What follows belongs to an exercise in optimizing a design on an open flow for small area, a short achievable clock period and few clock cycles; a production flow would make more cautious choices. Only simulation tests tie the RTL to the original design; equivalence was not proved.

==> design/flow/design.v <==
module CONVCOR(
  input             clk,
  input             rst_n,
  input             in_valid,
  input      [15:0] in_a,
  input      [15:0] in_b,
  input             in_mode,
  output            out_valid,
  output     [35:0] out
);
reg  [3:0]  cnt;           
reg         mode;
reg  [15:0] a0, a1, a2, b0, b1, b2;
reg  [15:0] x;             
reg  [3:0]  yr_one, yr_two, yr_neg, yi_one, yi_two, yi_neg;
reg  [35:0] acc, r, q;
reg         uacc;          
reg         ld_r, ld_q;
reg         ov, o_r, o_q, o_a, o_s;
wire        start  = (cnt == 4'd0) & in_valid;
wire        mode_nx = start ? in_mode : mode;
wire [15:0] a_in   = mode_nx ? {in_a[7:0], in_a[15:8]} : in_a;
reg  [3:0]  cnt_nx;
always @(*) begin
  if (!rst_n)                                          cnt_nx = 4'd0;
  else if (cnt == 4'd0)                                cnt_nx = in_valid ? 4'd2 : 4'd0;
  else if ((mode && cnt == 4'd5) || (!mode && cnt == 4'd11)) cnt_nx = 4'd0;
  else                                                 cnt_nx = cnt + 4'd1;
end
reg [1:0] xs, ys;
reg       uacc_nx, ld_r_nx, ld_q_nx, ov_nx, o_r_nx, o_q_nx, o_a_nx, o_s_nx;
always @(*) begin
  xs = 2'd3; ys = 2'd3;
  uacc_nx = 1'b0; ld_r_nx = 1'b0; ld_q_nx = 1'b0;
  ov_nx = 1'b0; o_r_nx = 1'b0; o_q_nx = 1'b0; o_a_nx = 1'b0; o_s_nx = 1'b0;
  if (mode_nx) begin
    case (cnt_nx)
      4'd3: uacc_nx = 1'b1;
      4'd4: uacc_nx = 1'b1;
      4'd5: begin ov_nx = 1'b1; o_s_nx = 1'b1; end
      default: ;
    endcase
  end else begin
    case (cnt_nx)
      4'd2:  begin ld_r_nx = 1'b1; end
      4'd3:  begin xs = 2'd0; end
      4'd4:  begin xs = 2'd1; ys = 2'd0; uacc_nx = 1'b1; ld_q_nx = 1'b1; end
      4'd5:  begin xs = 2'd1; ys = 2'd1; end
      4'd6:  begin xs = 2'd0; ys = 2'd2; uacc_nx = 1'b1; end
      4'd7:  begin xs = 2'd2; ys = 2'd0; uacc_nx = 1'b1; ld_r_nx = 1'b1; ov_nx = 1'b1; o_r_nx = 1'b1; end
      4'd8:  begin xs = 2'd1; ys = 2'd2; ov_nx = 1'b1; o_q_nx = 1'b1; end
      4'd9:  begin xs = 2'd2; ys = 2'd1; uacc_nx = 1'b1; ld_q_nx = 1'b1; ov_nx = 1'b1; o_r_nx = 1'b1; end
      4'd10: begin xs = 2'd2; ys = 2'd2; ov_nx = 1'b1; o_q_nx = 1'b1; end
      4'd11: begin ov_nx = 1'b1; o_a_nx = 1'b1; end
      default: ;
    endcase
  end
end
always @(posedge clk) begin
  cnt  <= cnt_nx;
  mode <= mode_nx;
  uacc <= uacc_nx; ld_r <= ld_r_nx; ld_q <= ld_q_nx;
  ov  <= ov_nx; o_r <= o_r_nx; o_q <= o_q_nx; o_a <= o_a_nx; o_s <= o_s_nx;
end
always @(posedge clk) begin
  if (start)           begin a0 <= a_in; b0 <= in_b; end
  if (cnt == 4'd2)     begin a1 <= a_in; b1 <= in_b; end
  if (cnt == 4'd3)     begin a2 <= a_in; b2 <= in_b; end
end
wire [15:0] x_nx = (xs == 2'd0) ? a0 : (xs == 2'd1) ? a1 : (xs == 2'd2) ? a2 : a_in;
wire [15:0] y_nx = (ys == 2'd0) ? b0 : (ys == 2'd1) ? b1 : (ys == 2'd2) ? b2 : in_b;
function [11:0] booth;   
  input [7:0] v;
  integer k;
  reg b2, b1, b0;
  begin
    for (k = 0; k < 4; k = k + 1) begin
      b2 = v[2*k+1]; b1 = v[2*k]; b0 = (k == 0) ? 1'b0 : v[2*k-1];
      booth[k]     = b1 ^ b0;
      booth[4+k]   = (b2 & ~b1 & ~b0) | (~b2 & b1 & b0);
      booth[8+k]   = b2;
    end
  end
endfunction
wire [11:0] eyr = booth(y_nx[15:8]);
wire [11:0] eyi = booth(y_nx[7:0]);
always @(posedge clk) begin
  x <= x_nx;
  {yr_neg[3:0], yr_two[3:0], yr_one[3:0]} <= eyr;
  {yi_neg[3:0], yi_two[3:0], yi_one[3:0]} <= eyi;
end
wire [35:0] accg = {36{uacc}} & acc;
wire [17:0] sr, si;
cmac_e u_mac (.xr(x[15:8]), .xi(x[7:0]),
              .yr_one(yr_one[3:0]), .yr_two(yr_two[3:0]), .yr_neg(yr_neg[3:0]),
              .yi_one(yi_one[3:0]), .yi_two(yi_two[3:0]), .yi_neg(yi_neg[3:0]),
              .accr(accg[35:18]), .acci(accg[17:0]), .sr(sr), .si(si));
wire [35:0] sum = {sr, si};
always @(posedge clk) begin
  acc <= sum;
  if (ld_r) r <= sum;
  if (ld_q) q <= sum;
end
assign out_valid = ov;
assign out = ({36{o_r}} & r) | ({36{o_q}} & q) | ({36{o_a}} & acc) |
             ({36{o_s}} & {acc[17:0], acc[35:18]});
endmodule
module cmac_e(
  input  [7:0] xr, input [7:0] xi,
  input [3:0] yr_one, input [3:0] yr_two, input [3:0] yr_neg,
  input [3:0] yi_one, input [3:0] yi_two, input [3:0] yi_neg,
  input  [17:0] accr, input [17:0] acci,
  output [17:0] sr, output [17:0] si
);
  wire n_w1 = (yr_one[0] & xr[0]) ^ yr_neg[0];
  wire n_w2 = ((yr_one[0] & xr[1]) | (yr_two[0] & xr[0])) ^ yr_neg[0];
  wire n_w3 = ((yr_one[0] & xr[2]) | (yr_two[0] & xr[1])) ^ yr_neg[0];
  wire n_w4 = ((yr_one[0] & xr[3]) | (yr_two[0] & xr[2])) ^ yr_neg[0];
  wire n_w5 = ((yr_one[0] & xr[4]) | (yr_two[0] & xr[3])) ^ yr_neg[0];
  wire n_w6 = ((yr_one[0] & xr[5]) | (yr_two[0] & xr[4])) ^ yr_neg[0];
  wire n_w7 = ((yr_one[0] & xr[6]) | (yr_two[0] & xr[5])) ^ yr_neg[0];
  wire n_w8 = ((yr_one[0] & xr[7]) | (yr_two[0] & xr[6])) ^ yr_neg[0];
  wire n_w9 = ((yr_one[0] & xr[7]) | (yr_two[0] & xr[7])) ^ yr_neg[0];
  wire n_w10 = ~n_w9;
  wire n_w11 = yr_neg[0];
  wire n_w12 = (yr_one[1] & xr[0]) ^ yr_neg[1];
  wire n_w13 = ((yr_one[1] & xr[1]) | (yr_two[1] & xr[0])) ^ yr_neg[1];
  wire n_w14 = ((yr_one[1] & xr[2]) | (yr_two[1] & xr[1])) ^ yr_neg[1];
  wire n_w15 = ((yr_one[1] & xr[3]) | (yr_two[1] & xr[2])) ^ yr_neg[1];
  wire n_w16 = ((yr_one[1] & xr[4]) | (yr_two[1] & xr[3])) ^ yr_neg[1];
  wire n_w17 = ((yr_one[1] & xr[5]) | (yr_two[1] & xr[4])) ^ yr_neg[1];
  wire n_w18 = ((yr_one[1] & xr[6]) | (yr_two[1] & xr[5])) ^ yr_neg[1];
  wire n_w19 = ((yr_one[1] & xr[7]) | (yr_two[1] & xr[6])) ^ yr_neg[1];
  wire n_w20 = ((yr_one[1] & xr[7]) | (yr_two[1] & xr[7])) ^ yr_neg[1];
  wire n_w21 = ~n_w20;
  wire n_w22 = yr_neg[1];
  wire n_w23 = (yr_one[2] & xr[0]) ^ yr_neg[2];
  wire n_w24 = ((yr_one[2] & xr[1]) | (yr_two[2] & xr[0])) ^ yr_neg[2];
  wire n_w25 = ((yr_one[2] & xr[2]) | (yr_two[2] & xr[1])) ^ yr_neg[2];
  wire n_w26 = ((yr_one[2] & xr[3]) | (yr_two[2] & xr[2])) ^ yr_neg[2];
  wire n_w27 = ((yr_one[2] & xr[4]) | (yr_two[2] & xr[3])) ^ yr_neg[2];
  wire n_w28 = ((yr_one[2] & xr[5]) | (yr_two[2] & xr[4])) ^ yr_neg[2];
  wire n_w29 = ((yr_one[2] & xr[6]) | (yr_two[2] & xr[5])) ^ yr_neg[2];
  wire n_w30 = ((yr_one[2] & xr[7]) | (yr_two[2] & xr[6])) ^ yr_neg[2];
  wire n_w31 = ((yr_one[2] & xr[7]) | (yr_two[2] & xr[7])) ^ yr_neg[2];
  wire n_w32 = ~n_w31;
  wire n_w33 = yr_neg[2];
  wire n_w34 = (yr_one[3] & xr[0]) ^ yr_neg[3];
  wire n_w35 = ((yr_one[3] & xr[1]) | (yr_two[3] & xr[0])) ^ yr_neg[3];
  wire n_w36 = ((yr_one[3] & xr[2]) | (yr_two[3] & xr[1])) ^ yr_neg[3];
  wire n_w37 = ((yr_one[3] & xr[3]) | (yr_two[3] & xr[2])) ^ yr_neg[3];
  wire n_w38 = ((yr_one[3] & xr[4]) | (yr_two[3] & xr[3])) ^ yr_neg[3];
  wire n_w39 = ((yr_one[3] & xr[5]) | (yr_two[3] & xr[4])) ^ yr_neg[3];
  wire n_w40 = ((yr_one[3] & xr[6]) | (yr_two[3] & xr[5])) ^ yr_neg[3];
  wire n_w41 = ((yr_one[3] & xr[7]) | (yr_two[3] & xr[6])) ^ yr_neg[3];
  wire n_w42 = ((yr_one[3] & xr[7]) | (yr_two[3] & xr[7])) ^ yr_neg[3];
  wire n_w43 = ~n_w42;
  wire n_w44 = yr_neg[3];
  wire n_w45 = (yi_one[0] & xi[0]) ^ ~yi_neg[0];
  wire n_w46 = ((yi_one[0] & xi[1]) | (yi_two[0] & xi[0])) ^ ~yi_neg[0];
  wire n_w47 = ((yi_one[0] & xi[2]) | (yi_two[0] & xi[1])) ^ ~yi_neg[0];
  wire n_w48 = ((yi_one[0] & xi[3]) | (yi_two[0] & xi[2])) ^ ~yi_neg[0];
  wire n_w49 = ((yi_one[0] & xi[4]) | (yi_two[0] & xi[3])) ^ ~yi_neg[0];
  wire n_w50 = ((yi_one[0] & xi[5]) | (yi_two[0] & xi[4])) ^ ~yi_neg[0];
  wire n_w51 = ((yi_one[0] & xi[6]) | (yi_two[0] & xi[5])) ^ ~yi_neg[0];
  wire n_w52 = ((yi_one[0] & xi[7]) | (yi_two[0] & xi[6])) ^ ~yi_neg[0];
  wire n_w53 = ((yi_one[0] & xi[7]) | (yi_two[0] & xi[7])) ^ ~yi_neg[0];
  wire n_w54 = ~n_w53;
  wire n_w55 = ~yi_neg[0];
  wire n_w56 = (yi_one[1] & xi[0]) ^ ~yi_neg[1];
  wire n_w57 = ((yi_one[1] & xi[1]) | (yi_two[1] & xi[0])) ^ ~yi_neg[1];
  wire n_w58 = ((yi_one[1] & xi[2]) | (yi_two[1] & xi[1])) ^ ~yi_neg[1];
  wire n_w59 = ((yi_one[1] & xi[3]) | (yi_two[1] & xi[2])) ^ ~yi_neg[1];
  wire n_w60 = ((yi_one[1] & xi[4]) | (yi_two[1] & xi[3])) ^ ~yi_neg[1];
  wire n_w61 = ((yi_one[1] & xi[5]) | (yi_two[1] & xi[4])) ^ ~yi_neg[1];
  wire n_w62 = ((yi_one[1] & xi[6]) | (yi_two[1] & xi[5])) ^ ~yi_neg[1];
  wire n_w63 = ((yi_one[1] & xi[7]) | (yi_two[1] & xi[6])) ^ ~yi_neg[1];
  wire n_w64 = ((yi_one[1] & xi[7]) | (yi_two[1] & xi[7])) ^ ~yi_neg[1];
  wire n_w65 = ~n_w64;
  wire n_w66 = ~yi_neg[1];
  wire n_w67 = (yi_one[2] & xi[0]) ^ ~yi_neg[2];
  wire n_w68 = ((yi_one[2] & xi[1]) | (yi_two[2] & xi[0])) ^ ~yi_neg[2];
  wire n_w69 = ((yi_one[2] & xi[2]) | (yi_two[2] & xi[1])) ^ ~yi_neg[2];
  wire n_w70 = ((yi_one[2] & xi[3]) | (yi_two[2] & xi[2])) ^ ~yi_neg[2];
  wire n_w71 = ((yi_one[2] & xi[4]) | (yi_two[2] & xi[3])) ^ ~yi_neg[2];
  wire n_w72 = ((yi_one[2] & xi[5]) | (yi_two[2] & xi[4])) ^ ~yi_neg[2];
  wire n_w73 = ((yi_one[2] & xi[6]) | (yi_two[2] & xi[5])) ^ ~yi_neg[2];
  wire n_w74 = ((yi_one[2] & xi[7]) | (yi_two[2] & xi[6])) ^ ~yi_neg[2];
  wire n_w75 = ((yi_one[2] & xi[7]) | (yi_two[2] & xi[7])) ^ ~yi_neg[2];
  wire n_w76 = ~n_w75;
  wire n_w77 = ~yi_neg[2];
  wire n_w78 = (yi_one[3] & xi[0]) ^ ~yi_neg[3];
  wire n_w79 = ((yi_one[3] & xi[1]) | (yi_two[3] & xi[0])) ^ ~yi_neg[3];
  wire n_w80 = ((yi_one[3] & xi[2]) | (yi_two[3] & xi[1])) ^ ~yi_neg[3];
  wire n_w81 = ((yi_one[3] & xi[3]) | (yi_two[3] & xi[2])) ^ ~yi_neg[3];
  wire n_w82 = ((yi_one[3] & xi[4]) | (yi_two[3] & xi[3])) ^ ~yi_neg[3];
  wire n_w83 = ((yi_one[3] & xi[5]) | (yi_two[3] & xi[4])) ^ ~yi_neg[3];
  wire n_w84 = ((yi_one[3] & xi[6]) | (yi_two[3] & xi[5])) ^ ~yi_neg[3];
  wire n_w85 = ((yi_one[3] & xi[7]) | (yi_two[3] & xi[6])) ^ ~yi_neg[3];
  wire n_w86 = ((yi_one[3] & xi[7]) | (yi_two[3] & xi[7])) ^ ~yi_neg[3];
  wire n_w87 = ~n_w86;
  wire n_w88 = ~yi_neg[3];
  wire r_w89 = n_w7 ^ n_w16 ^ n_w25;
  wire r_w90 = (n_w7 & n_w16) | (n_w7 & n_w25) | (n_w16 & n_w25);
  wire r_w91 = n_w8 ^ n_w17;
  wire r_w92 = n_w8 & n_w17;
  wire r_w93 = n_w10 ^ n_w18;
  wire r_w94 = n_w10 & n_w18;
  wire r_w95 = n_w3 ^ n_w12;
  wire r_w96 = n_w3 & n_w12;
  wire r_w97 = n_w5 ^ n_w14 ^ n_w23;
  wire r_w98 = (n_w5 & n_w14) | (n_w5 & n_w23) | (n_w14 & n_w23);
  wire r_w99 = n_w33 ^ n_w49;
  wire r_w100 = n_w33 & n_w49;
  wire r_w101 = n_w6 ^ n_w15 ^ n_w24;
  wire r_w102 = (n_w6 & n_w15) | (n_w6 & n_w24) | (n_w15 & n_w24);
  wire r_w103 = n_w50 ^ n_w59;
  wire r_w104 = n_w50 & n_w59;
  wire r_w105 = n_w34 ^ n_w44 ^ n_w51;
  wire r_w106 = (n_w34 & n_w44) | (n_w34 & n_w51) | (n_w44 & n_w51);
  wire r_w107 = n_w60 ^ n_w69 ^ n_w78;
  wire r_w108 = (n_w60 & n_w69) | (n_w60 & n_w78) | (n_w69 & n_w78);
  wire r_w109 = n_w88 ^ accr[6];
  wire r_w110 = n_w88 & accr[6];
  wire r_w111 = n_w26 ^ n_w35 ^ n_w52;
  wire r_w112 = (n_w26 & n_w35) | (n_w26 & n_w52) | (n_w35 & n_w52);
  wire r_w113 = n_w61 ^ n_w70 ^ n_w79;
  wire r_w114 = (n_w61 & n_w70) | (n_w61 & n_w79) | (n_w70 & n_w79);
  wire r_w115 = accr[7] ^ r_w91 ^ r_w90;
  wire r_w116 = (accr[7] & r_w91) | (accr[7] & r_w90) | (r_w91 & r_w90);
  wire r_w117 = n_w27 ^ n_w36 ^ n_w54;
  wire r_w118 = (n_w27 & n_w36) | (n_w27 & n_w54) | (n_w36 & n_w54);
  wire r_w119 = n_w62 ^ n_w71 ^ n_w80;
  wire r_w120 = (n_w62 & n_w71) | (n_w62 & n_w80) | (n_w71 & n_w80);
  wire r_w121 = accr[8] ^ r_w93 ^ r_w92;
  wire r_w122 = (accr[8] & r_w93) | (accr[8] & r_w92) | (r_w93 & r_w92);
  wire r_w123 = n_w19 ^ n_w28 ^ n_w37;
  wire r_w124 = (n_w19 & n_w28) | (n_w19 & n_w37) | (n_w28 & n_w37);
  wire r_w125 = n_w63 ^ n_w72 ^ n_w81;
  wire r_w126 = (n_w63 & n_w72) | (n_w63 & n_w81) | (n_w72 & n_w81);
  wire r_w127 = accr[9] ^ 1'b1 ^ r_w94;
  wire r_w128 = (accr[9] & 1'b1) | (accr[9] & r_w94) | (1'b1 & r_w94);
  wire r_w129 = n_w21 ^ n_w29 ^ n_w38;
  wire r_w130 = (n_w21 & n_w29) | (n_w21 & n_w38) | (n_w29 & n_w38);
  wire r_w131 = n_w65 ^ n_w73 ^ n_w82;
  wire r_w132 = (n_w65 & n_w73) | (n_w65 & n_w82) | (n_w73 & n_w82);
  wire r_w133 = accr[10] ^ 1'b1;
  wire r_w134 = accr[10] & 1'b1;
  wire r_w135 = n_w30 ^ n_w39 ^ n_w74;
  wire r_w136 = (n_w30 & n_w39) | (n_w30 & n_w74) | (n_w39 & n_w74);
  wire r_w137 = n_w32 ^ n_w40;
  wire r_w138 = n_w32 & n_w40;
  wire r_w139 = n_w1 ^ n_w11;
  wire r_w140 = n_w1 & n_w11;
  wire r_w141 = n_w22 ^ n_w47 ^ n_w56;
  wire r_w142 = (n_w22 & n_w47) | (n_w22 & n_w56) | (n_w47 & n_w56);
  wire r_w143 = n_w4 ^ n_w13 ^ n_w48;
  wire r_w144 = (n_w4 & n_w13) | (n_w4 & n_w48) | (n_w13 & n_w48);
  wire r_w145 = n_w57 ^ accr[3];
  wire r_w146 = n_w57 & accr[3];
  wire r_w147 = n_w58 ^ n_w67 ^ n_w77;
  wire r_w148 = (n_w58 & n_w67) | (n_w58 & n_w77) | (n_w67 & n_w77);
  wire r_w149 = accr[4] ^ r_w97 ^ r_w99;
  wire r_w150 = (accr[4] & r_w97) | (accr[4] & r_w99) | (r_w97 & r_w99);
  wire r_w151 = n_w68 ^ accr[5] ^ r_w101;
  wire r_w152 = (n_w68 & accr[5]) | (n_w68 & r_w101) | (accr[5] & r_w101);
  wire r_w153 = r_w103 ^ r_w98 ^ r_w100;
  wire r_w154 = (r_w103 & r_w98) | (r_w103 & r_w100) | (r_w98 & r_w100);
  wire r_w155 = r_w89 ^ r_w105 ^ r_w107;
  wire r_w156 = (r_w89 & r_w105) | (r_w89 & r_w107) | (r_w105 & r_w107);
  wire r_w157 = r_w109 ^ r_w102 ^ r_w104;
  wire r_w158 = (r_w109 & r_w102) | (r_w109 & r_w104) | (r_w102 & r_w104);
  wire r_w159 = r_w111 ^ r_w113 ^ r_w115;
  wire r_w160 = (r_w111 & r_w113) | (r_w111 & r_w115) | (r_w113 & r_w115);
  wire r_w161 = r_w106 ^ r_w108 ^ r_w110;
  wire r_w162 = (r_w106 & r_w108) | (r_w106 & r_w110) | (r_w108 & r_w110);
  wire r_w163 = r_w117 ^ r_w119 ^ r_w121;
  wire r_w164 = (r_w117 & r_w119) | (r_w117 & r_w121) | (r_w119 & r_w121);
  wire r_w165 = r_w112 ^ r_w114 ^ r_w116;
  wire r_w166 = (r_w112 & r_w114) | (r_w112 & r_w116) | (r_w114 & r_w116);
  wire r_w167 = r_w123 ^ r_w125 ^ r_w127;
  wire r_w168 = (r_w123 & r_w125) | (r_w123 & r_w127) | (r_w125 & r_w127);
  wire r_w169 = r_w118 ^ r_w120 ^ r_w122;
  wire r_w170 = (r_w118 & r_w120) | (r_w118 & r_w122) | (r_w120 & r_w122);
  wire r_w171 = r_w129 ^ r_w131 ^ r_w133;
  wire r_w172 = (r_w129 & r_w131) | (r_w129 & r_w133) | (r_w131 & r_w133);
  wire r_w173 = r_w124 ^ r_w126 ^ r_w128;
  wire r_w174 = (r_w124 & r_w126) | (r_w124 & r_w128) | (r_w126 & r_w128);
  wire r_w175 = n_w83 ^ accr[11] ^ r_w135;
  wire r_w176 = (n_w83 & accr[11]) | (n_w83 & r_w135) | (accr[11] & r_w135);
  wire r_w177 = r_w130 ^ r_w132 ^ r_w134;
  wire r_w178 = (r_w130 & r_w132) | (r_w130 & r_w134) | (r_w132 & r_w134);
  wire r_w179 = n_w76 ^ n_w84 ^ accr[12];
  wire r_w180 = (n_w76 & n_w84) | (n_w76 & accr[12]) | (n_w84 & accr[12]);
  wire r_w181 = 1'b1 ^ r_w137 ^ r_w136;
  wire r_w182 = (1'b1 & r_w137) | (1'b1 & r_w136) | (r_w137 & r_w136);
  wire r_w183 = n_w41 ^ n_w85 ^ accr[13];
  wire r_w184 = (n_w41 & n_w85) | (n_w41 & accr[13]) | (n_w85 & accr[13]);
  wire r_w185 = n_w43 ^ n_w87;
  wire r_w186 = n_w43 & n_w87;
  wire r_w187 = n_w45 ^ n_w55;
  wire r_w188 = n_w45 & n_w55;
  wire r_w189 = n_w2 ^ n_w46 ^ accr[1];
  wire r_w190 = (n_w2 & n_w46) | (n_w2 & accr[1]) | (n_w46 & accr[1]);
  wire r_w191 = n_w66 ^ accr[2] ^ r_w95;
  wire r_w192 = (n_w66 & accr[2]) | (n_w66 & r_w95) | (accr[2] & r_w95);
  wire r_w193 = r_w96 ^ r_w143 ^ r_w145;
  wire r_w194 = (r_w96 & r_w143) | (r_w96 & r_w145) | (r_w143 & r_w145);
  wire r_w195 = r_w147 ^ r_w149 ^ r_w144;
  wire r_w196 = (r_w147 & r_w149) | (r_w147 & r_w144) | (r_w149 & r_w144);
  wire r_w197 = r_w151 ^ r_w153 ^ r_w148;
  wire r_w198 = (r_w151 & r_w153) | (r_w151 & r_w148) | (r_w153 & r_w148);
  wire r_w199 = r_w155 ^ r_w157 ^ r_w152;
  wire r_w200 = (r_w155 & r_w157) | (r_w155 & r_w152) | (r_w157 & r_w152);
  wire r_w201 = r_w159 ^ r_w161 ^ r_w156;
  wire r_w202 = (r_w159 & r_w161) | (r_w159 & r_w156) | (r_w161 & r_w156);
  wire r_w203 = r_w163 ^ r_w165 ^ r_w160;
  wire r_w204 = (r_w163 & r_w165) | (r_w163 & r_w160) | (r_w165 & r_w160);
  wire r_w205 = r_w167 ^ r_w169 ^ r_w164;
  wire r_w206 = (r_w167 & r_w169) | (r_w167 & r_w164) | (r_w169 & r_w164);
  wire r_w207 = r_w171 ^ r_w173 ^ r_w168;
  wire r_w208 = (r_w171 & r_w173) | (r_w171 & r_w168) | (r_w173 & r_w168);
  wire r_w209 = r_w175 ^ r_w177 ^ r_w172;
  wire r_w210 = (r_w175 & r_w177) | (r_w175 & r_w172) | (r_w177 & r_w172);
  wire r_w211 = r_w179 ^ r_w181 ^ r_w176;
  wire r_w212 = (r_w179 & r_w181) | (r_w179 & r_w176) | (r_w181 & r_w176);
  wire r_w213 = r_w138 ^ r_w183 ^ r_w180;
  wire r_w214 = (r_w138 & r_w183) | (r_w138 & r_w180) | (r_w183 & r_w180);
  wire r_w215 = accr[14] ^ 1'b1 ^ r_w185;
  wire r_w216 = (accr[14] & 1'b1) | (accr[14] & r_w185) | (1'b1 & r_w185);
  wire r_w217 = accr[0] ^ r_w139;
  wire r_w218 = accr[0] & r_w139;
  wire r_w219 = r_w140 ^ r_w189 ^ r_w188;
  wire r_w220 = (r_w140 & r_w189) | (r_w140 & r_w188) | (r_w189 & r_w188);
  wire r_w221 = r_w141 ^ r_w191 ^ r_w190;
  wire r_w222 = (r_w141 & r_w191) | (r_w141 & r_w190) | (r_w191 & r_w190);
  wire r_w223 = r_w142 ^ r_w193 ^ r_w192;
  wire r_w224 = (r_w142 & r_w193) | (r_w142 & r_w192) | (r_w193 & r_w192);
  wire r_w225 = r_w146 ^ r_w195 ^ r_w194;
  wire r_w226 = (r_w146 & r_w195) | (r_w146 & r_w194) | (r_w195 & r_w194);
  wire r_w227 = r_w150 ^ r_w197 ^ r_w196;
  wire r_w228 = (r_w150 & r_w197) | (r_w150 & r_w196) | (r_w197 & r_w196);
  wire r_w229 = r_w154 ^ r_w199 ^ r_w198;
  wire r_w230 = (r_w154 & r_w199) | (r_w154 & r_w198) | (r_w199 & r_w198);
  wire r_w231 = r_w158 ^ r_w201 ^ r_w200;
  wire r_w232 = (r_w158 & r_w201) | (r_w158 & r_w200) | (r_w201 & r_w200);
  wire r_w233 = r_w162 ^ r_w203 ^ r_w202;
  wire r_w234 = (r_w162 & r_w203) | (r_w162 & r_w202) | (r_w203 & r_w202);
  wire r_w235 = r_w166 ^ r_w205 ^ r_w204;
  wire r_w236 = (r_w166 & r_w205) | (r_w166 & r_w204) | (r_w205 & r_w204);
  wire r_w237 = r_w170 ^ r_w207 ^ r_w206;
  wire r_w238 = (r_w170 & r_w207) | (r_w170 & r_w206) | (r_w207 & r_w206);
  wire r_w239 = r_w174 ^ r_w209 ^ r_w208;
  wire r_w240 = (r_w174 & r_w209) | (r_w174 & r_w208) | (r_w209 & r_w208);
  wire r_w241 = r_w178 ^ r_w211 ^ r_w210;
  wire r_w242 = (r_w178 & r_w211) | (r_w178 & r_w210) | (r_w211 & r_w210);
  wire r_w243 = r_w182 ^ r_w213 ^ r_w212;
  wire r_w244 = (r_w182 & r_w213) | (r_w182 & r_w212) | (r_w213 & r_w212);
  wire r_w245 = r_w184 ^ r_w215 ^ r_w214;
  wire r_w246 = (r_w184 & r_w215) | (r_w184 & r_w214) | (r_w215 & r_w214);
  wire r_w247 = accr[15] ^ r_w186 ^ r_w216;
  wire r_w248 = (accr[15] & r_w186) | (accr[15] & r_w216) | (r_w186 & r_w216);
  wire r_w249 = accr[16] ^ 1'b1;
  wire r_w250 = accr[16] & 1'b1;
  wire r_w251 = accr[17] ^ 1'b1;
  wire r_w252 = accr[17] & 1'b1;
  wire [17:0] r_ra = {r_w251, r_w249, r_w247, r_w245, r_w243, r_w241, r_w239, r_w237, r_w235, r_w233, r_w231, r_w229, r_w227, r_w225, r_w223, r_w221, r_w219, r_w187};
  wire [17:0] r_rb = {r_w250, r_w248, r_w246, r_w244, r_w242, r_w240, r_w238, r_w236, r_w234, r_w232, r_w230, r_w228, r_w226, r_w224, r_w222, r_w220, r_w218, r_w217};
  assign sr = r_ra + r_rb;
  wire r_w253 = (yi_one[0] & xr[0]) ^ yi_neg[0];
  wire r_w254 = ((yi_one[0] & xr[1]) | (yi_two[0] & xr[0])) ^ yi_neg[0];
  wire r_w255 = ((yi_one[0] & xr[2]) | (yi_two[0] & xr[1])) ^ yi_neg[0];
  wire r_w256 = ((yi_one[0] & xr[3]) | (yi_two[0] & xr[2])) ^ yi_neg[0];
  wire r_w257 = ((yi_one[0] & xr[4]) | (yi_two[0] & xr[3])) ^ yi_neg[0];
  wire r_w258 = ((yi_one[0] & xr[5]) | (yi_two[0] & xr[4])) ^ yi_neg[0];
  wire r_w259 = ((yi_one[0] & xr[6]) | (yi_two[0] & xr[5])) ^ yi_neg[0];
  wire r_w260 = ((yi_one[0] & xr[7]) | (yi_two[0] & xr[6])) ^ yi_neg[0];
  wire r_w261 = ((yi_one[0] & xr[7]) | (yi_two[0] & xr[7])) ^ yi_neg[0];
  wire r_w262 = ~r_w261;
  wire r_w263 = yi_neg[0];
  wire r_w264 = (yi_one[1] & xr[0]) ^ yi_neg[1];
  wire r_w265 = ((yi_one[1] & xr[1]) | (yi_two[1] & xr[0])) ^ yi_neg[1];
  wire r_w266 = ((yi_one[1] & xr[2]) | (yi_two[1] & xr[1])) ^ yi_neg[1];
  wire r_w267 = ((yi_one[1] & xr[3]) | (yi_two[1] & xr[2])) ^ yi_neg[1];
  wire r_w268 = ((yi_one[1] & xr[4]) | (yi_two[1] & xr[3])) ^ yi_neg[1];
  wire r_w269 = ((yi_one[1] & xr[5]) | (yi_two[1] & xr[4])) ^ yi_neg[1];
  wire r_w270 = ((yi_one[1] & xr[6]) | (yi_two[1] & xr[5])) ^ yi_neg[1];
  wire r_w271 = ((yi_one[1] & xr[7]) | (yi_two[1] & xr[6])) ^ yi_neg[1];
  wire r_w272 = ((yi_one[1] & xr[7]) | (yi_two[1] & xr[7])) ^ yi_neg[1];
  wire r_w273 = ~r_w272;
  wire r_w274 = yi_neg[1];
  wire r_w275 = (yi_one[2] & xr[0]) ^ yi_neg[2];
  wire r_w276 = ((yi_one[2] & xr[1]) | (yi_two[2] & xr[0])) ^ yi_neg[2];
  wire r_w277 = ((yi_one[2] & xr[2]) | (yi_two[2] & xr[1])) ^ yi_neg[2];
  wire r_w278 = ((yi_one[2] & xr[3]) | (yi_two[2] & xr[2])) ^ yi_neg[2];
  wire r_w279 = ((yi_one[2] & xr[4]) | (yi_two[2] & xr[3])) ^ yi_neg[2];
  wire r_w280 = ((yi_one[2] & xr[5]) | (yi_two[2] & xr[4])) ^ yi_neg[2];
  wire r_w281 = ((yi_one[2] & xr[6]) | (yi_two[2] & xr[5])) ^ yi_neg[2];
  wire r_w282 = ((yi_one[2] & xr[7]) | (yi_two[2] & xr[6])) ^ yi_neg[2];
  wire r_w283 = ((yi_one[2] & xr[7]) | (yi_two[2] & xr[7])) ^ yi_neg[2];
  wire r_w284 = ~r_w283;
  wire r_w285 = yi_neg[2];
  wire r_w286 = (yi_one[3] & xr[0]) ^ yi_neg[3];
  wire r_w287 = ((yi_one[3] & xr[1]) | (yi_two[3] & xr[0])) ^ yi_neg[3];
  wire r_w288 = ((yi_one[3] & xr[2]) | (yi_two[3] & xr[1])) ^ yi_neg[3];
  wire r_w289 = ((yi_one[3] & xr[3]) | (yi_two[3] & xr[2])) ^ yi_neg[3];
  wire r_w290 = ((yi_one[3] & xr[4]) | (yi_two[3] & xr[3])) ^ yi_neg[3];
  wire r_w291 = ((yi_one[3] & xr[5]) | (yi_two[3] & xr[4])) ^ yi_neg[3];
  wire r_w292 = ((yi_one[3] & xr[6]) | (yi_two[3] & xr[5])) ^ yi_neg[3];
  wire r_w293 = ((yi_one[3] & xr[7]) | (yi_two[3] & xr[6])) ^ yi_neg[3];
  wire r_w294 = ((yi_one[3] & xr[7]) | (yi_two[3] & xr[7])) ^ yi_neg[3];
  wire r_w295 = ~r_w294;
  wire r_w296 = yi_neg[3];
  wire r_w297 = (yr_one[0] & xi[0]) ^ yr_neg[0];
  wire r_w298 = ((yr_one[0] & xi[1]) | (yr_two[0] & xi[0])) ^ yr_neg[0];
  wire r_w299 = ((yr_one[0] & xi[2]) | (yr_two[0] & xi[1])) ^ yr_neg[0];
  wire r_w300 = ((yr_one[0] & xi[3]) | (yr_two[0] & xi[2])) ^ yr_neg[0];
  wire r_w301 = ((yr_one[0] & xi[4]) | (yr_two[0] & xi[3])) ^ yr_neg[0];
  wire r_w302 = ((yr_one[0] & xi[5]) | (yr_two[0] & xi[4])) ^ yr_neg[0];
  wire r_w303 = ((yr_one[0] & xi[6]) | (yr_two[0] & xi[5])) ^ yr_neg[0];
  wire r_w304 = ((yr_one[0] & xi[7]) | (yr_two[0] & xi[6])) ^ yr_neg[0];
  wire r_w305 = ((yr_one[0] & xi[7]) | (yr_two[0] & xi[7])) ^ yr_neg[0];
  wire r_w306 = ~r_w305;
  wire r_w307 = yr_neg[0];
  wire r_w308 = (yr_one[1] & xi[0]) ^ yr_neg[1];
  wire r_w309 = ((yr_one[1] & xi[1]) | (yr_two[1] & xi[0])) ^ yr_neg[1];
  wire r_w310 = ((yr_one[1] & xi[2]) | (yr_two[1] & xi[1])) ^ yr_neg[1];
  wire r_w311 = ((yr_one[1] & xi[3]) | (yr_two[1] & xi[2])) ^ yr_neg[1];
  wire r_w312 = ((yr_one[1] & xi[4]) | (yr_two[1] & xi[3])) ^ yr_neg[1];
  wire r_w313 = ((yr_one[1] & xi[5]) | (yr_two[1] & xi[4])) ^ yr_neg[1];
  wire r_w314 = ((yr_one[1] & xi[6]) | (yr_two[1] & xi[5])) ^ yr_neg[1];
  wire r_w315 = ((yr_one[1] & xi[7]) | (yr_two[1] & xi[6])) ^ yr_neg[1];
  wire r_w316 = ((yr_one[1] & xi[7]) | (yr_two[1] & xi[7])) ^ yr_neg[1];
  wire r_w317 = ~r_w316;
  wire r_w318 = yr_neg[1];
  wire r_w319 = (yr_one[2] & xi[0]) ^ yr_neg[2];
  wire r_w320 = ((yr_one[2] & xi[1]) | (yr_two[2] & xi[0])) ^ yr_neg[2];
  wire r_w321 = ((yr_one[2] & xi[2]) | (yr_two[2] & xi[1])) ^ yr_neg[2];
  wire r_w322 = ((yr_one[2] & xi[3]) | (yr_two[2] & xi[2])) ^ yr_neg[2];
  wire r_w323 = ((yr_one[2] & xi[4]) | (yr_two[2] & xi[3])) ^ yr_neg[2];
  wire r_w324 = ((yr_one[2] & xi[5]) | (yr_two[2] & xi[4])) ^ yr_neg[2];
  wire r_w325 = ((yr_one[2] & xi[6]) | (yr_two[2] & xi[5])) ^ yr_neg[2];
  wire r_w326 = ((yr_one[2] & xi[7]) | (yr_two[2] & xi[6])) ^ yr_neg[2];
  wire r_w327 = ((yr_one[2] & xi[7]) | (yr_two[2] & xi[7])) ^ yr_neg[2];
  wire r_w328 = ~r_w327;
  wire r_w329 = yr_neg[2];
  wire r_w330 = (yr_one[3] & xi[0]) ^ yr_neg[3];
  wire r_w331 = ((yr_one[3] & xi[1]) | (yr_two[3] & xi[0])) ^ yr_neg[3];
  wire r_w332 = ((yr_one[3] & xi[2]) | (yr_two[3] & xi[1])) ^ yr_neg[3];
  wire r_w333 = ((yr_one[3] & xi[3]) | (yr_two[3] & xi[2])) ^ yr_neg[3];
  wire r_w334 = ((yr_one[3] & xi[4]) | (yr_two[3] & xi[3])) ^ yr_neg[3];
  wire r_w335 = ((yr_one[3] & xi[5]) | (yr_two[3] & xi[4])) ^ yr_neg[3];
  wire r_w336 = ((yr_one[3] & xi[6]) | (yr_two[3] & xi[5])) ^ yr_neg[3];
  wire r_w337 = ((yr_one[3] & xi[7]) | (yr_two[3] & xi[6])) ^ yr_neg[3];
  wire r_w338 = ((yr_one[3] & xi[7]) | (yr_two[3] & xi[7])) ^ yr_neg[3];
  wire r_w339 = ~r_w338;
  wire r_w340 = yr_neg[3];
  wire i_w341 = r_w259 ^ r_w268 ^ r_w277;
  wire i_w342 = (r_w259 & r_w268) | (r_w259 & r_w277) | (r_w268 & r_w277);
  wire i_w343 = r_w260 ^ r_w269;
  wire i_w344 = r_w260 & r_w269;
  wire i_w345 = r_w262 ^ r_w270;
  wire i_w346 = r_w262 & r_w270;
  wire i_w347 = r_w255 ^ r_w264;
  wire i_w348 = r_w255 & r_w264;
  wire i_w349 = r_w257 ^ r_w266 ^ r_w275;
  wire i_w350 = (r_w257 & r_w266) | (r_w257 & r_w275) | (r_w266 & r_w275);
  wire i_w351 = r_w285 ^ r_w301;
  wire i_w352 = r_w285 & r_w301;
  wire i_w353 = r_w258 ^ r_w267 ^ r_w276;
  wire i_w354 = (r_w258 & r_w267) | (r_w258 & r_w276) | (r_w267 & r_w276);
  wire i_w355 = r_w302 ^ r_w311;
  wire i_w356 = r_w302 & r_w311;
  wire i_w357 = r_w286 ^ r_w296 ^ r_w303;
  wire i_w358 = (r_w286 & r_w296) | (r_w286 & r_w303) | (r_w296 & r_w303);
  wire i_w359 = r_w312 ^ r_w321 ^ r_w330;
  wire i_w360 = (r_w312 & r_w321) | (r_w312 & r_w330) | (r_w321 & r_w330);
  wire i_w361 = r_w340 ^ acci[6];
  wire i_w362 = r_w340 & acci[6];
  wire i_w363 = r_w278 ^ r_w287 ^ r_w304;
  wire i_w364 = (r_w278 & r_w287) | (r_w278 & r_w304) | (r_w287 & r_w304);
  wire i_w365 = r_w313 ^ r_w322 ^ r_w331;
  wire i_w366 = (r_w313 & r_w322) | (r_w313 & r_w331) | (r_w322 & r_w331);
  wire i_w367 = acci[7] ^ i_w343 ^ i_w342;
  wire i_w368 = (acci[7] & i_w343) | (acci[7] & i_w342) | (i_w343 & i_w342);
  wire i_w369 = r_w279 ^ r_w288 ^ r_w306;
  wire i_w370 = (r_w279 & r_w288) | (r_w279 & r_w306) | (r_w288 & r_w306);
  wire i_w371 = r_w314 ^ r_w323 ^ r_w332;
  wire i_w372 = (r_w314 & r_w323) | (r_w314 & r_w332) | (r_w323 & r_w332);
  wire i_w373 = acci[8] ^ i_w345 ^ i_w344;
  wire i_w374 = (acci[8] & i_w345) | (acci[8] & i_w344) | (i_w345 & i_w344);
  wire i_w375 = r_w271 ^ r_w280 ^ r_w289;
  wire i_w376 = (r_w271 & r_w280) | (r_w271 & r_w289) | (r_w280 & r_w289);
  wire i_w377 = r_w315 ^ r_w324 ^ r_w333;
  wire i_w378 = (r_w315 & r_w324) | (r_w315 & r_w333) | (r_w324 & r_w333);
  wire i_w379 = acci[9] ^ 1'b1 ^ i_w346;
  wire i_w380 = (acci[9] & 1'b1) | (acci[9] & i_w346) | (1'b1 & i_w346);
  wire i_w381 = r_w273 ^ r_w281 ^ r_w290;
  wire i_w382 = (r_w273 & r_w281) | (r_w273 & r_w290) | (r_w281 & r_w290);
  wire i_w383 = r_w317 ^ r_w325 ^ r_w334;
  wire i_w384 = (r_w317 & r_w325) | (r_w317 & r_w334) | (r_w325 & r_w334);
  wire i_w385 = acci[10] ^ 1'b1;
  wire i_w386 = acci[10] & 1'b1;
  wire i_w387 = r_w282 ^ r_w291 ^ r_w326;
  wire i_w388 = (r_w282 & r_w291) | (r_w282 & r_w326) | (r_w291 & r_w326);
  wire i_w389 = r_w284 ^ r_w292;
  wire i_w390 = r_w284 & r_w292;
  wire i_w391 = r_w253 ^ r_w263;
  wire i_w392 = r_w253 & r_w263;
  wire i_w393 = r_w274 ^ r_w299 ^ r_w308;
  wire i_w394 = (r_w274 & r_w299) | (r_w274 & r_w308) | (r_w299 & r_w308);
  wire i_w395 = r_w256 ^ r_w265 ^ r_w300;
  wire i_w396 = (r_w256 & r_w265) | (r_w256 & r_w300) | (r_w265 & r_w300);
  wire i_w397 = r_w309 ^ acci[3];
  wire i_w398 = r_w309 & acci[3];
  wire i_w399 = r_w310 ^ r_w319 ^ r_w329;
  wire i_w400 = (r_w310 & r_w319) | (r_w310 & r_w329) | (r_w319 & r_w329);
  wire i_w401 = acci[4] ^ i_w349 ^ i_w351;
  wire i_w402 = (acci[4] & i_w349) | (acci[4] & i_w351) | (i_w349 & i_w351);
  wire i_w403 = r_w320 ^ acci[5] ^ i_w353;
  wire i_w404 = (r_w320 & acci[5]) | (r_w320 & i_w353) | (acci[5] & i_w353);
  wire i_w405 = i_w355 ^ i_w350 ^ i_w352;
  wire i_w406 = (i_w355 & i_w350) | (i_w355 & i_w352) | (i_w350 & i_w352);
  wire i_w407 = i_w341 ^ i_w357 ^ i_w359;
  wire i_w408 = (i_w341 & i_w357) | (i_w341 & i_w359) | (i_w357 & i_w359);
  wire i_w409 = i_w361 ^ i_w354 ^ i_w356;
  wire i_w410 = (i_w361 & i_w354) | (i_w361 & i_w356) | (i_w354 & i_w356);
  wire i_w411 = i_w363 ^ i_w365 ^ i_w367;
  wire i_w412 = (i_w363 & i_w365) | (i_w363 & i_w367) | (i_w365 & i_w367);
  wire i_w413 = i_w358 ^ i_w360 ^ i_w362;
  wire i_w414 = (i_w358 & i_w360) | (i_w358 & i_w362) | (i_w360 & i_w362);
  wire i_w415 = i_w369 ^ i_w371 ^ i_w373;
  wire i_w416 = (i_w369 & i_w371) | (i_w369 & i_w373) | (i_w371 & i_w373);
  wire i_w417 = i_w364 ^ i_w366 ^ i_w368;
  wire i_w418 = (i_w364 & i_w366) | (i_w364 & i_w368) | (i_w366 & i_w368);
  wire i_w419 = i_w375 ^ i_w377 ^ i_w379;
  wire i_w420 = (i_w375 & i_w377) | (i_w375 & i_w379) | (i_w377 & i_w379);
  wire i_w421 = i_w370 ^ i_w372 ^ i_w374;
  wire i_w422 = (i_w370 & i_w372) | (i_w370 & i_w374) | (i_w372 & i_w374);
  wire i_w423 = i_w381 ^ i_w383 ^ i_w385;
  wire i_w424 = (i_w381 & i_w383) | (i_w381 & i_w385) | (i_w383 & i_w385);
  wire i_w425 = i_w376 ^ i_w378 ^ i_w380;
  wire i_w426 = (i_w376 & i_w378) | (i_w376 & i_w380) | (i_w378 & i_w380);
  wire i_w427 = r_w335 ^ acci[11] ^ i_w387;
  wire i_w428 = (r_w335 & acci[11]) | (r_w335 & i_w387) | (acci[11] & i_w387);
  wire i_w429 = i_w382 ^ i_w384 ^ i_w386;
  wire i_w430 = (i_w382 & i_w384) | (i_w382 & i_w386) | (i_w384 & i_w386);
  wire i_w431 = r_w328 ^ r_w336 ^ acci[12];
  wire i_w432 = (r_w328 & r_w336) | (r_w328 & acci[12]) | (r_w336 & acci[12]);
  wire i_w433 = 1'b1 ^ i_w389 ^ i_w388;
  wire i_w434 = (1'b1 & i_w389) | (1'b1 & i_w388) | (i_w389 & i_w388);
  wire i_w435 = r_w293 ^ r_w337 ^ acci[13];
  wire i_w436 = (r_w293 & r_w337) | (r_w293 & acci[13]) | (r_w337 & acci[13]);
  wire i_w437 = r_w295 ^ r_w339;
  wire i_w438 = r_w295 & r_w339;
  wire i_w439 = r_w297 ^ r_w307;
  wire i_w440 = r_w297 & r_w307;
  wire i_w441 = r_w254 ^ r_w298 ^ acci[1];
  wire i_w442 = (r_w254 & r_w298) | (r_w254 & acci[1]) | (r_w298 & acci[1]);
  wire i_w443 = r_w318 ^ acci[2] ^ i_w347;
  wire i_w444 = (r_w318 & acci[2]) | (r_w318 & i_w347) | (acci[2] & i_w347);
  wire i_w445 = i_w348 ^ i_w395 ^ i_w397;
  wire i_w446 = (i_w348 & i_w395) | (i_w348 & i_w397) | (i_w395 & i_w397);
  wire i_w447 = i_w399 ^ i_w401 ^ i_w396;
  wire i_w448 = (i_w399 & i_w401) | (i_w399 & i_w396) | (i_w401 & i_w396);
  wire i_w449 = i_w403 ^ i_w405 ^ i_w400;
  wire i_w450 = (i_w403 & i_w405) | (i_w403 & i_w400) | (i_w405 & i_w400);
  wire i_w451 = i_w407 ^ i_w409 ^ i_w404;
  wire i_w452 = (i_w407 & i_w409) | (i_w407 & i_w404) | (i_w409 & i_w404);
  wire i_w453 = i_w411 ^ i_w413 ^ i_w408;
  wire i_w454 = (i_w411 & i_w413) | (i_w411 & i_w408) | (i_w413 & i_w408);
  wire i_w455 = i_w415 ^ i_w417 ^ i_w412;
  wire i_w456 = (i_w415 & i_w417) | (i_w415 & i_w412) | (i_w417 & i_w412);
  wire i_w457 = i_w419 ^ i_w421 ^ i_w416;
  wire i_w458 = (i_w419 & i_w421) | (i_w419 & i_w416) | (i_w421 & i_w416);
  wire i_w459 = i_w423 ^ i_w425 ^ i_w420;
  wire i_w460 = (i_w423 & i_w425) | (i_w423 & i_w420) | (i_w425 & i_w420);
  wire i_w461 = i_w427 ^ i_w429 ^ i_w424;
  wire i_w462 = (i_w427 & i_w429) | (i_w427 & i_w424) | (i_w429 & i_w424);
  wire i_w463 = i_w431 ^ i_w433 ^ i_w428;
  wire i_w464 = (i_w431 & i_w433) | (i_w431 & i_w428) | (i_w433 & i_w428);
  wire i_w465 = i_w390 ^ i_w435 ^ i_w432;
  wire i_w466 = (i_w390 & i_w435) | (i_w390 & i_w432) | (i_w435 & i_w432);
  wire i_w467 = acci[14] ^ 1'b1 ^ i_w437;
  wire i_w468 = (acci[14] & 1'b1) | (acci[14] & i_w437) | (1'b1 & i_w437);
  wire i_w469 = acci[0] ^ i_w391;
  wire i_w470 = acci[0] & i_w391;
  wire i_w471 = i_w392 ^ i_w441 ^ i_w440;
  wire i_w472 = (i_w392 & i_w441) | (i_w392 & i_w440) | (i_w441 & i_w440);
  wire i_w473 = i_w393 ^ i_w443 ^ i_w442;
  wire i_w474 = (i_w393 & i_w443) | (i_w393 & i_w442) | (i_w443 & i_w442);
  wire i_w475 = i_w394 ^ i_w445 ^ i_w444;
  wire i_w476 = (i_w394 & i_w445) | (i_w394 & i_w444) | (i_w445 & i_w444);
  wire i_w477 = i_w398 ^ i_w447 ^ i_w446;
  wire i_w478 = (i_w398 & i_w447) | (i_w398 & i_w446) | (i_w447 & i_w446);
  wire i_w479 = i_w402 ^ i_w449 ^ i_w448;
  wire i_w480 = (i_w402 & i_w449) | (i_w402 & i_w448) | (i_w449 & i_w448);
  wire i_w481 = i_w406 ^ i_w451 ^ i_w450;
  wire i_w482 = (i_w406 & i_w451) | (i_w406 & i_w450) | (i_w451 & i_w450);
  wire i_w483 = i_w410 ^ i_w453 ^ i_w452;
  wire i_w484 = (i_w410 & i_w453) | (i_w410 & i_w452) | (i_w453 & i_w452);
  wire i_w485 = i_w414 ^ i_w455 ^ i_w454;
  wire i_w486 = (i_w414 & i_w455) | (i_w414 & i_w454) | (i_w455 & i_w454);
  wire i_w487 = i_w418 ^ i_w457 ^ i_w456;
  wire i_w488 = (i_w418 & i_w457) | (i_w418 & i_w456) | (i_w457 & i_w456);
  wire i_w489 = i_w422 ^ i_w459 ^ i_w458;
  wire i_w490 = (i_w422 & i_w459) | (i_w422 & i_w458) | (i_w459 & i_w458);
  wire i_w491 = i_w426 ^ i_w461 ^ i_w460;
  wire i_w492 = (i_w426 & i_w461) | (i_w426 & i_w460) | (i_w461 & i_w460);
  wire i_w493 = i_w430 ^ i_w463 ^ i_w462;
  wire i_w494 = (i_w430 & i_w463) | (i_w430 & i_w462) | (i_w463 & i_w462);
  wire i_w495 = i_w434 ^ i_w465 ^ i_w464;
  wire i_w496 = (i_w434 & i_w465) | (i_w434 & i_w464) | (i_w465 & i_w464);
  wire i_w497 = i_w436 ^ i_w467 ^ i_w466;
  wire i_w498 = (i_w436 & i_w467) | (i_w436 & i_w466) | (i_w467 & i_w466);
  wire i_w499 = acci[15] ^ i_w438 ^ i_w468;
  wire i_w500 = (acci[15] & i_w438) | (acci[15] & i_w468) | (i_w438 & i_w468);
  wire i_w501 = acci[16] ^ 1'b1;
  wire i_w502 = acci[16] & 1'b1;
  wire i_w503 = acci[17] ^ 1'b1;
  wire i_w504 = acci[17] & 1'b1;
  wire [17:0] i_ra = {i_w503, i_w501, i_w499, i_w497, i_w495, i_w493, i_w491, i_w489, i_w487, i_w485, i_w483, i_w481, i_w479, i_w477, i_w475, i_w473, i_w471, i_w439};
  wire [17:0] i_rb = {i_w502, i_w500, i_w498, i_w496, i_w494, i_w492, i_w490, i_w488, i_w486, i_w484, i_w482, i_w480, i_w478, i_w476, i_w474, i_w472, i_w470, i_w469};
  assign si = i_ra + i_rb;
endmodule
==> design/flow/run.sh <==
#!/bin/bash
# synth_recipe.tcl (not shown) runs the flow's synth.tcl, then flattens the netlist and writes it again
# the make line also repeats each setting of config.mk as NAME=value (left out here)
make -C /OpenROAD-flow-scripts/flow DESIGN_CONFIG=/design/flow/config.mk WORK_HOME=/design/flow/orfs CLKGATE_MAP_FILE= SYNTH_SCRIPT=/design/flow/synth_recipe.tcl finish
==> design/flow/config.mk <==
export PLATFORM = sky130hd
export DESIGN_NAME = CONVCOR
export DESIGN_NICKNAME = CONVCOR
export VERILOG_FILES = /design/flow/design.v
export SDC_FILE = /design/flow/constraint.sdc
export NUM_CORES = 4
export LEC_CHECK = 0
export CAP_MARGIN = 20
export CORE_MARGIN = 2
export CORE_UTILIZATION = 40
export SLEW_MARGIN = 20
==> design/flow/constraint.sdc <==
create_clock -name core_clock -period 10.0 [get_ports {clk}]
set_input_delay 2.0000 -clock core_clock [delete_from_list [all_inputs] [get_ports {clk}]]
set_output_delay 2.0000 -clock core_clock [all_outputs]
set_load 0.01 [all_outputs]
==> impl_metrics.py, run 1 <==
metrics = {
    "status": {
        "outcome": "complete, no violations",
    },
    "floorplan": {
        "design.core.area_um2": 43170,
        "die_w_um": 213.2,
        "die_h_um": 213.2,
        "io_pins": 73,
        "die_area_um2": 45440,
        "start_util_pct": 40.54,
        "num_rows": 76,
    },
    "setup_path": {
        "cp-start-kind": "flop",
        "cp_num_buf_inv": 2,
        "critPathKind": "flop to flop",
        "crit_path_end_kind": "flop",
        "crit_top_cell": "fa_1",
        "r2r_start": "yr_neg[1]",
        "max_stage_delay_ns": 1.02,
        "arrival_ns": 7.30,
        "worstPathMaxFanout": 15,
        "worstRegToRegCells": 13,
        "cp_top_family": "compound AO/OA/AOI/OAI gates",
        "r2r_setup_slack_ns": 2.94,
        "slowest_stage": "dfxtp_1",
        "crit_required_ns": 10.25,
        "path_cells": "clkinv_1, xnor2_1, fa_1, fa_1, inv_1, fa_1, fa_1, ha_1, a2111oi_0, a211oi_1, o41ai_1, mux2i_1, a2111oi_0",
        "r2r_end": "r[17]",
    },
    "timing": {
        "fin_ws_ns": 2.941,
        "min_period_over_period_pct": 70.59,
        "relSlewSlack_pct": 28.89,
        "fmax_mhz": 141.7,
        "setup_viol": 0,
        "holdWs_ns": 0.5097,
        "slew_violations": 0,
        "fin_crit_ns": 7.059,
        "rsz0062_at_grt": "false",
        "tns_ns": 0,
        "tightestPinTransition_ns": 1.065,
        "finalClockSkew_ns": 0.01042,
        "hold_violations": 0,
    },
    "routing": {
        "num_vias": 12170,
        "firstDrtPassIters": 5,
        "vias_per_cell": 5.412,
        "drt_iter0_drc": 941,
        "postRouteWirelength_um": 43920,
        "wire_per_inst_um": 19.54,
        "postRouteAntennaNets": 0,
        "drc": 0,
    },
    "clock_network": {
        "cts_resized": 0,
        "post_cts_buffers": 0,
        "clockRootBuffer": "clkbuf_16",
        "cts_made_buffers": 27,
        "clock_latency_ns": 0.56,
        "clock-sinks": 257,
        "cts_tree": "done",
        "clk_pin_slew_ns": 0.06,
        "htreeDepth": 1,
        "postCtsHoldBufs": 0,
        "ctsLongestPathBuffers": 3,
    },
    "finish": {
        "fillers": 4093,
        "nets": 1875,
        "area_growth_syn_to_layout_pct": 11.87,
        "finalNonFillerCells": 2248,
        "drive_gt1_share_pct": 5.111,
        "antenna_cells": 0,
        "regArea_um2": 6829,
        "multi_input_area_um2": 9654,
    },
    "min_path": {
        "hold_depth": 2,
        "hold-path-endpoint": "x[15]",
        "hp-class": "flop to flop",
        "worstHoldStart": "a2[15]",
    },
    "global_routing": {
        "grt_max_degree": 37,
        "grt_pass1_vias": 12450,
        "grt_pass1_wl_um": 70070,
        "grt.total_usage_pct": 19.76,
        "antenna_found_initial": 0,
        "gr-total-overflow": 0,
    },
    "yosys": {
        "ys_ff_latch": 257,
        "async_flop_share_pct": 0,
        "yosys_warnings": 1,
        "synth-edff-count": 168,
        "avgSynthCellArea_um2": 10.71,
        "yosysSeqAreaShare_pct": 39.01,
        "yosysUniqueCellTypes": 68,
        "synth_cells": 1634,
        "synth_top_area_share_pct": 28.83,
        "synth_area_um2": 17500,
        "synth_area_leaders": "edfxtp_1 (29%), fa_1 (14%), dfxtp_1 (10%)",
        "yosys.area.top_type": "edfxtp_1",
        "synth_ff_type": "edfxtp_1",
        "syn_nets": 1866,
    },
    "placed_design": {
        "place_inst": 2198,
        "hpwl_um": 31000,
        "place_congestion": 0.8518,
        "portBuffers": 72,
        "place_ws_ns": 2.750,
    },
    "job": {
        "drv_cap": 0,
    },
}
==> synth_stat cells, types with 5 or more instances <==
cell      count
o21ai_0      46
xor2_1       50
a31oi_1       7
a21o_1        8
ha_1         70
a22oi_1     184
inv_1       156
xnor2_1     124
buf_1        11
and3_1        7
mux2i_1      58
a311o_1       6
or3_1        10
nand2_1     144
o211ai_1     10
clkbuf_1     90
or2_2         6
nand2b_1     10
and2_1       36
fa_1        126
a211o_1       7
a311oi_1      8
nor2_1       32
buf_2         9
nor3_1       21
edfxtp_1    168
o21a_1        5
nor2b_1       6
dfxtp_1      89
nand3_1      28
o21bai_1      5
a21oi_1      31
==> final cells by class <==
cell class              instances  area share (%)
multi-input cells            1104           49.31
clock inverters                18          0.8947
clock buffers                  31           3.579
well taps                     585           3.739
repair buffers                 93           4.525
flip-flops and latches        257           34.88
inverters                     160           3.068
==> placed cells by master (no fill, tap or decap), drive strengths merged, types with 36 or more instances in the layout <==
cell type / netlist / final
o21ai: 46 / 46
a22oi: 185 / 185
ha: 70 / 70
edfxtp: 168 / 168
xnor2: 124 / 124
mux2i: 58 / 58
nand2: 144 / 144
fa: 126 / 126
dfxtp: 89 / 89
xor2: 50 / 50
inv: 158 / 159
and2: 36 / 36
clkdlybuf4s50: 0 / 72
==> per-stage QoR <==
step           area (um2)  utilization, %
4_1_cts             19540           45.27
3_3_place_gp        18670           43.24
2_1_floorplan       17500               -
6_report            19580           45.35
3_5_place_dp        18670           43.24
5_1_grt             19580           45.35
==> how the worst max path moves through the flow <==
stage          startpoint   endpoint  slack, ns  depth (start not counted)
2_1_floorplan   yi_neg[0]      q[17]       3.88                         18
6_report        yr_neg[1]      r[17]       2.94                         13
4_1_cts         yr_neg[1]      r[17]       2.94                         13
5_1_grt         yr_neg[1]      r[17]       2.48                         13
3_3_place_gp     in_valid  yi_one[2]       3.03                         11
3_5_place_dp     in_valid  yi_one[2]       2.75                         11
==> cell families (layout without fill, tap and decap cells) <==
group,count (synthesis),count (layout),share of synthesized area (%)
AOI/OAI and AO/OA,350,350,14.36
xor gates and xnor gates,174,174,8.708
adders and majority gates,196,196,19.42
buffers and inverters,273,302,5.984
DFF,257,257,39.01
muxes,61,61,3.510
and+or+nand+nor,323,323,9.009
==> worst register-to-register path: cells and delay by family (launching register included) <==
family / cells / cell delay, ns
AO/OA/AOI/OAI: 4 / 2.36
XOR/XNOR: 1 / 0.31
adder cells (fa/ha/maj): 5 / 2.28
buffers and inverters: 2 / 0.66
flip-flops: 1 / 1.02
multiplexers: 1 / 0.13
==> flip-flops by register name, indices dropped and copies added, names as in the netlist, 4 cells and up <==
register and flops:
yr_neg 4, yr_one 4, yi_two 4, yi_one 4
r 36, acc 36, a2 16, b2 16
a0 16, cnt 4, x 16, q 36
yi_neg 4, b1 16, yr_two 4, a1 16
b0 16
==> layer usage <==
| layer | wire [um] | part of all wire, % | up-vias | global-route usage [%] |
|---|---|---|---|---|
| li1 | - | - | 5726 | - |
| met1 | 20500 | 47 | 5971 | 28.40 |
| met2 | 19790 | 45 | 402 | 31.58 |
| met3 | 2685 | 6.1 | 67 | 2.662 |
| met4 | 946 | 2.2 | 0 | 4.933 |
| met5 | 0 | 0 | - | 0 |
Testbench counts, summed over its fixed seeds: cycles 19,068.
==> run 2, diff against run 1 <==
--- a/design/flow/config.mk
+++ b/design/flow/config.mk
@@ -8,4 +8,5 @@
 export CAP_MARGIN = 20
 export CORE_MARGIN = 2
 export CORE_UTILIZATION = 40
+export SETUP_SLACK_MARGIN = 5
 export SLEW_MARGIN = 20
==> impl_metrics.py, run 2 <==
metrics = {
    "status": {
        "outcome": "complete, no violations",
    },
    "job": {
        "drv_cap": 0,
    },
    "timing": {
        "min_period_over_period_pct": 50.30,
        "fmax_mhz": 198.8,
        "tns_ns": 0,
        "setup_viol": 0,
        "hold_violations": 0,
        "tightestPinTransition_ns": 1.060,
        "finalClockSkew_ns": 0.02297,
        "fin_crit_ns": 5.030,
        "rsz0062_at_grt": "true",
        "slew_violations": 0,
        "relSlewSlack_pct": 29.31,
    },
    "finish": {
        "top_regs": "acc: 36 flops, q: 36 flops, r: 36 flops",
        "final_cell_mix": "a22oi_1 (173), edfxtp_1 (168), inv_1 (145), nand2_1 (144), fa_1 (124)",
        "drive_gt1_share_pct": 16.16,
        "fillers": 3969,
        "antenna_cells": 0,
        "area_growth_syn_to_layout_pct": 19.70,
        "mostFrequentLayoutCell": "a22oi_1",
        "nets": 1943,
    },
    "floorplan": {
        "io_pins": 73,
        "die_w_um": 213.2,
        "start_util_pct": 40.54,
        "die_h_um": 213.2,
        "design.core.area_um2": 43170,
        "num_rows": 76,
        "die_area_um2": 45440,
    },
    "routing": {
        "num_vias": 12630,
        "wire_per_inst_um": 20.34,
        "drc": 0,
        "postRouteWirelength_um": 47160,
        "firstDrtPassIters": 6,
        "vias_per_cell": 5.448,
        "drt_iter0_drc": 990,
        "postRouteAntennaNets": 0,
    },
    "yosys": {
        "synth_top_area_share_pct": 28.83,
        "yosys.area.top_type": "edfxtp_1",
        "yosys-top-cells-count": "a22oi_1 (184), edfxtp_1 (168), inv_1 (156), nand2_1 (144), fa_1 (126)",
        "yosysMostFrequentCell": "a22oi_1",
        "async_flop_share_pct": 0,
        "yosysUniqueCellTypes": 68,
        "yosys_warnings": 1,
        "yosysSeqAreaShare_pct": 39.01,
        "synth-edff-count": 168,
        "synth_ff_type": "edfxtp_1",
        "syn_nets": 1866,
        "synth_area_leaders": "edfxtp_1 (29%), fa_1 (14%), dfxtp_1 (10%)",
        "synth_area_um2": 17500,
        "ys_ff_latch": 257,
        "synth_cells": 1634,
        "avgSynthCellArea_um2": 10.71,
    },
    "setup_path": {
        "r2r_end": "q[17]",
        "crit_required_ns": 10.33,
        "crit_path_end_kind": "flop",
        "critPathKind": "flop to flop",
        "r2r_start": "x[13]",
        "cp-start-kind": "flop",
        "worstPathMaxFanout": 6,
        "arrival_ns": 5.37,
        "worstRegToRegCells": 17,
        "r2r_setup_slack_ns": 4.97,
    },
    "min_path": {
        "hold_depth": 2,
        "worstHoldStart": "b0[7]",
        "hp-class": "flop to flop",
        "hold-path-endpoint": "yi_neg[3]",
    },
    "clock_network": {
        "clk_pin_slew_ns": 0.06,
        "htreeDepth": 1,
        "postCtsHoldBufs": 0,
        "clockRootBuffer": "clkbuf_16",
        "ctsLongestPathBuffers": 3,
        "cts_made_buffers": 28,
        "clock-sinks": 257,
        "clock_latency_ns": 0.56,
        "cts_tree": "done",
    },
    "placed_design": {
        "place_congestion": 0.8509,
        "hpwl_um": 31440,
        "portBuffers": 72,
    },
    "global_routing": {
        "antenna_found_initial": 0,
        "grt_pass1_wl_um": 73190,
        "gr-total-overflow": 0,
        "grt.total_usage_pct": 20.87,
        "grt_pass1_vias": 12860,
        "grt_max_degree": 37,
    },
}
run 2: cell counts after synthesis:
Identical to the previous run, type by type.
run 2: worst max path at each step:
stage                     end      from  slack [ns]  cells after the start
floorplan           yr_two[3]  in_valid        4.18                     12
global placement    yi_two[3]     rst_n        3.01                     11
detailed placement  yr_two[3]     rst_n        2.86                     11
CTS                     q[17]     x[13]        4.78                     17
global route            q[17]     x[13]        4.76                     17
finish                  q[17]     x[13]        4.97                     17
run 2: critical path: stages, from the launching register on:
cell	delay, ns
dfxtp_4	0.38
a22oi_2	0.24
xnor2_2	0.11
ha_1	0.29
inv_2	0.04
fa_1	0.51
inv_2	0.04
fa_1	0.49
inv_2	0.05
fa_1	0.54
inv_2	0.04
fa_1	0.54
ha_4	0.22
a2111oi_4	0.37
a211oi_2	0.16
o41ai_4	0.30
mux2i_2	0.13
a2111oi_4	0.35
run 2: through the flow:
stage / setup WS (ns) / hold WS [ns] / instance area [um2] / utilization (%) / instances
global placement: 3.010 / 0.4951 / 18750 / 43.43 / 2191
global route: 4.763 / 0.5321 / 20950 / 48.52 / 2318
finish: 4.970 / 0.5007 / 20950 / 48.52 / 2318
floorplan: 4.183 / 0.4403 / 17750 / - / 1634
CTS: 4.783 / 0.4980 / 20520 / 47.54 / 2298
detailed placement: 2.864 / 0.4772 / 18760 / 43.44 / 2191
run 2: layer usage:
| metal | share of wire [%] | GRT usage (%) |
|---|---|---|
| met1 | 45 | 29.35 |
| met2 | 47 | 34.26 |
| met3 | 5.8 | 2.544 |
| met4 | 2.1 | 5.292 |
| met5 | 0 | 0 |
run 2: final cells by class:
cell class | count | area (um2) | area share (%)
multi-input cells | 1105 | 10230 | 48.85
clock buffers | 34 | 723.2 | 3.452
inverters | 160 | 613.1 | 2.927
clock inverters | 18 | 236.5 | 1.129
repair buffers | 158 | 1456 | 6.952
repair inverters | 1 | 5.005 | 0.02389
well taps | 585 | 732.0 | 3.494
flip-flops and latches | 257 | 6949 | 33.17
run 2: cells by family after synthesis:
kind of cell             count (synthesis)  share of synthesized area (%)
XOR/XNOR                               174                          8.708
multiplexers                            61                          3.510
adder cells (fa/ha/maj)                196                          19.42
buffers and inverters                  273                          5.984
AND/OR/NAND/NOR                        323                          9.009
AO/OA/AOI/OAI                          350                          14.36
flip-flops                             257                          39.01
run 2: repair_timing:
item | 4_1_cts | 5_1_grt
setup buffers | 53 | 19
pin swaps | 23 | 14
resized for setup | 121 | 63
gates cloned | 2 | 1
endpoints found under the setup margin | 114 | 56

==> port drivers added, routing unchanged <==
No port has a modelled driver above. Below, the same layouts with a new extraction and two added sets of constraints. Step 1 (the two cells are an assumption about what drives the block):
set clk [get_ports {clk}]
set_driving_cell -lib_cell sky130_fd_sc_hd__clkbuf_16 $clk
set_driving_cell -lib_cell sky130_fd_sc_hd__buf_2 [delete_from_list [all_inputs] $clk]
Step 2, shift: input delay + t, output delay - t, t = (earliest + latest rising clock arrival at the registers) / 2. This alone moves slack from input paths to output paths. a / b / c = ideal / step 1 / step 2; a / b = the first two.
run | t (ns) | slack for setup (ns) | pins driven straight from the clock port
run 1 | 0.601 | 2.941 / 2.941 / 2.925 | 1
run 2 | 0.603 | 4.970 / 4.970 / 4.559 | 1
After both steps setup and hold are still met in every run listed. For run 2, which loses most, drivers alone change the setup slack by 0.000 ns; drivers and shift together by -0.411 ns.
